This design comes from an exercise in tuning for small area, a short achievable clock period and few clock cycles on the open sky130 flow, not from production work. Power figures rest on the tool's default switching activity, not on a simulated workload.

Setup of before:
==> flow/design.v <==
module Stack (clk, hold, up, dn, top_in, top, second);
    input clk;
    input hold, up, dn;           
    input [7:0] top_in;           
    output [7:0] top, second;
    reg [7:0] s [0:31];
    always @(posedge clk)
        s[0] <= top_in;
    genvar i;
    generate
        for (i = 1; i < 32; i = i + 1) begin : g
            always @(posedge clk)
                s[i] <= ~(({8{hold}} & ~s[i]) | ({8{up}} & ~s[i-1]) | ({8{dn}} & ~s[(i+1) % 32]));
        end
    endgenerate
    assign top = s[0];
    assign second = s[1];
endmodule
module MIPS_Stack(input clk, rst,
	output [4:0] mem_addr,
	output [7:0] mem_wdata,
	output mem_write,
	input [7:0] mem_rdata);
	reg [4:0] addr;      
	reg [4:0] ret;       
	reg       pushc;     
	reg       popc;      
	reg [7:0] wdata;     
	reg [4:0] waddr;     
	reg       wvalid;    
	wire fetch = ~pushc & ~popc;
	wire [2:0] op = mem_rdata[7:5];
	wire [4:0] x  = mem_rdata[4:0];
	wire [7:0] T, N;
	wire tz = ~|T;
	wire hit = wvalid & (x == waddr);
	wire s_add  = fetch & (op == 3'b000);
	wire s_sub  = fetch & (op == 3'b001);
	wire s_and  = fetch & (op == 3'b010);
	wire s_not  = fetch & (op == 3'b011);
	wire s_fwd  = fetch & (op == 3'b100) & hit;         
	wire s_hold = fetch & op[2] & ~(~op[1] & ~op[0] & hit);
	wire is_bin = fetch & ~op[2] & ~(op[1] & op[0]);
	wire is_pop = fetch & (op == 3'b101);
	wire is_push = fetch & (op == 3'b100) & ~hit;
	wire to_x   = op[2] & (op[1] | op[0] | ~hit) & (~op[1] | ~op[0] | tz);
	wire [4:0] addr_inc = addr + 5'd1;
	wire [4:0] addr_n = ~fetch ? ret : (to_x ? x : addr_inc);
	always @(posedge clk, posedge rst) begin
		if (rst) begin
			addr   <= 5'd0;
			pushc  <= 1'b0;
			popc   <= 1'b0;
			wvalid <= 1'b0;
		end else begin
			addr   <= addr_n;
			pushc  <= is_push;
			popc   <= is_pop;
			if (is_pop)
				wvalid <= 1'b1;
		end
	end
	always @(posedge clk) begin
		if (fetch)
			ret <= addr_inc;
		if (is_pop) begin
			wdata <= T;
			waddr <= x;
		end
	end
	wire [7:0] sum  = N + T;
	wire [7:0] diff = N - T;
	wire up   = pushc | s_fwd;
	wire dn   = popc | is_bin;
	wire hold = ~up & ~dn;
	wire [7:0] top_in = ({8{pushc}}  & mem_rdata) |
	                    ({8{s_fwd}}  & wdata) |
	                    ({8{popc}}   & N) |
	                    ({8{s_add}}  & sum) |
	                    ({8{s_sub}}  & diff) |
	                    ({8{s_and}}  & (N & T)) |
	                    ({8{s_not}}  & ~T) |
	                    ({8{s_hold}} & T);
	Stack stack(clk, hold, up, dn, top_in, T, N);
	assign mem_addr  = addr;
	assign mem_write = popc;
	assign mem_wdata = wdata;
endmodule
export LEC_CHECK = 0
export ABC_CLOCK_PERIOD_IN_PS = 2400
export CAP_MARGIN = 20
export CORE_MARGIN = 2
export CORE_UTILIZATION = 40
export SETUP_SLACK_MARGIN = 3.6
export SLEW_MARGIN = 20
create_clock -name core_clock -period 6.0 [get_ports {clk}]
run.sh (not shown) runs the stock make flow with config.mk's settings and CLKGATE_MAP_FILE= SYNTH_SCRIPT=/design/flow/synth_recipe.tcl, a recipe that flattens the netlist after the stock synthesis.
Here is what was changed in the inputs of after compared with before.
--- a/flow/design.v
+++ b/flow/design.v
@@ -24,59 +24,47 @@
 	reg [4:0] addr;      
 	reg [4:0] ret;       
 	reg       pushc;     
 	reg       popc;      
 	reg [7:0] wdata;     
-	reg [4:0] waddr;     
-	reg       wvalid;    
 	wire fetch = ~pushc & ~popc;
 	wire [2:0] op = mem_rdata[7:5];
 	wire [4:0] x  = mem_rdata[4:0];
 	wire [7:0] T, N;
 	wire tz = ~|T;
-	wire hit = wvalid & (x == waddr);
 	wire s_add  = fetch & (op == 3'b000);
 	wire s_sub  = fetch & (op == 3'b001);
 	wire s_and  = fetch & (op == 3'b010);
 	wire s_not  = fetch & (op == 3'b011);
-	wire s_fwd  = fetch & (op == 3'b100) & hit;         
-	wire s_hold = fetch & op[2] & ~(~op[1] & ~op[0] & hit);
+	wire s_hold = fetch & op[2];
 	wire is_bin = fetch & ~op[2] & ~(op[1] & op[0]);
-	wire is_pop = fetch & (op == 3'b101);
-	wire is_push = fetch & (op == 3'b100) & ~hit;
-	wire to_x   = op[2] & (op[1] | op[0] | ~hit) & (~op[1] | ~op[0] | tz);
+	wire is_mem = fetch & op[2] & ~op[1];               
+	wire to_x   = op[2] & (~op[1] | ~op[0] | tz);       
 	wire [4:0] addr_inc = addr + 5'd1;
 	wire [4:0] addr_n = ~fetch ? ret : (to_x ? x : addr_inc);
 	always @(posedge clk, posedge rst) begin
 		if (rst) begin
-			addr   <= 5'd0;
-			pushc  <= 1'b0;
-			popc   <= 1'b0;
-			wvalid <= 1'b0;
+			addr  <= 5'd0;
+			pushc <= 1'b0;
+			popc  <= 1'b0;
 		end else begin
-			addr   <= addr_n;
-			pushc  <= is_push;
-			popc   <= is_pop;
-			if (is_pop)
-				wvalid <= 1'b1;
+			addr  <= addr_n;
+			pushc <= is_mem & ~op[0];
+			popc  <= is_mem & op[0];
 		end
 	end
 	always @(posedge clk) begin
 		if (fetch)
 			ret <= addr_inc;
-		if (is_pop) begin
-			wdata <= T;
-			waddr <= x;
-		end
+		wdata <= T;
 	end
 	wire [7:0] sum  = N + T;
 	wire [7:0] diff = N - T;
-	wire up   = pushc | s_fwd;
+	wire up   = pushc;
 	wire dn   = popc | is_bin;
 	wire hold = ~up & ~dn;
 	wire [7:0] top_in = ({8{pushc}}  & mem_rdata) |
-	                    ({8{s_fwd}}  & wdata) |
 	                    ({8{popc}}   & N) |
 	                    ({8{s_add}}  & sum) |
 	                    ({8{s_sub}}  & diff) |
 	                    ({8{s_and}}  & (N & T)) |
 	                    ({8{s_not}}  & ~T) |
Notes after the runs:
after completed every stage of the flow, and the final layout passed the timing, design-rule and antenna checks.
after — fraction of synthesis flops using an asynchronous set or reset pin 0.30 points lower, before as reference
before → after: final worst setup slack now sits higher; met1 track utilization from global routing now sits lower; non-filler instance count after layout now sits lower; synthesized area now sits lower.
Cmp after vs before: met3 wire length lower in after
[compare] base=before new=after: sequential logic power now sits lower, highest net fanout along the worst path now sits lower, clock latency on the worst-skew pair now sits lower.
In after the synthesized cell count turned out about 1.5% lower than in before.
Start point of the critical path: addr[0] -> after, mem_rdata[0] -> before
after — total clock buffers created by CTS 1 lower, before as reference
The non-clock buffer count in after is 0.53 times that in before.
Cell area in after vs before: down about 12%
Final setup violation count came out exactly the same in after and before.
Function was not checked in any run of this note: the RTL went through the layout flow alone.

[static timing again, ports no longer ideal]
How much do the figures lean on ideal ports? The routed layouts below were timed once more, with nothing changed but the port constraints. Step 1: set_driving_cell puts a clkbuf_16 on clk and a buf_2 on each other input, an assumption about the parent block. Step 2, shift: input delay + t, output delay - t, t = (earliest + latest rising clock arrival at the registers) / 2. This alone moves slack from input paths to output paths. Three values: ideal ports, drivers, drivers and shift; two values: the first two.
run	t (ns)	setup WS [ns]	clock arrival spread, ns	worst data-port slew with drivers (ns)
before	0.591	3.496 / 3.492 / 2.901	0.040 / 0.040	0.06
after	0.575	3.631 / 3.584 / 3.114	0.012 / 0.013	0.04
After both steps every run listed still meets setup and hold. The setup slack of before, which loses most, moves by -0.004 ns with the drivers and by -0.595 ns with both steps.
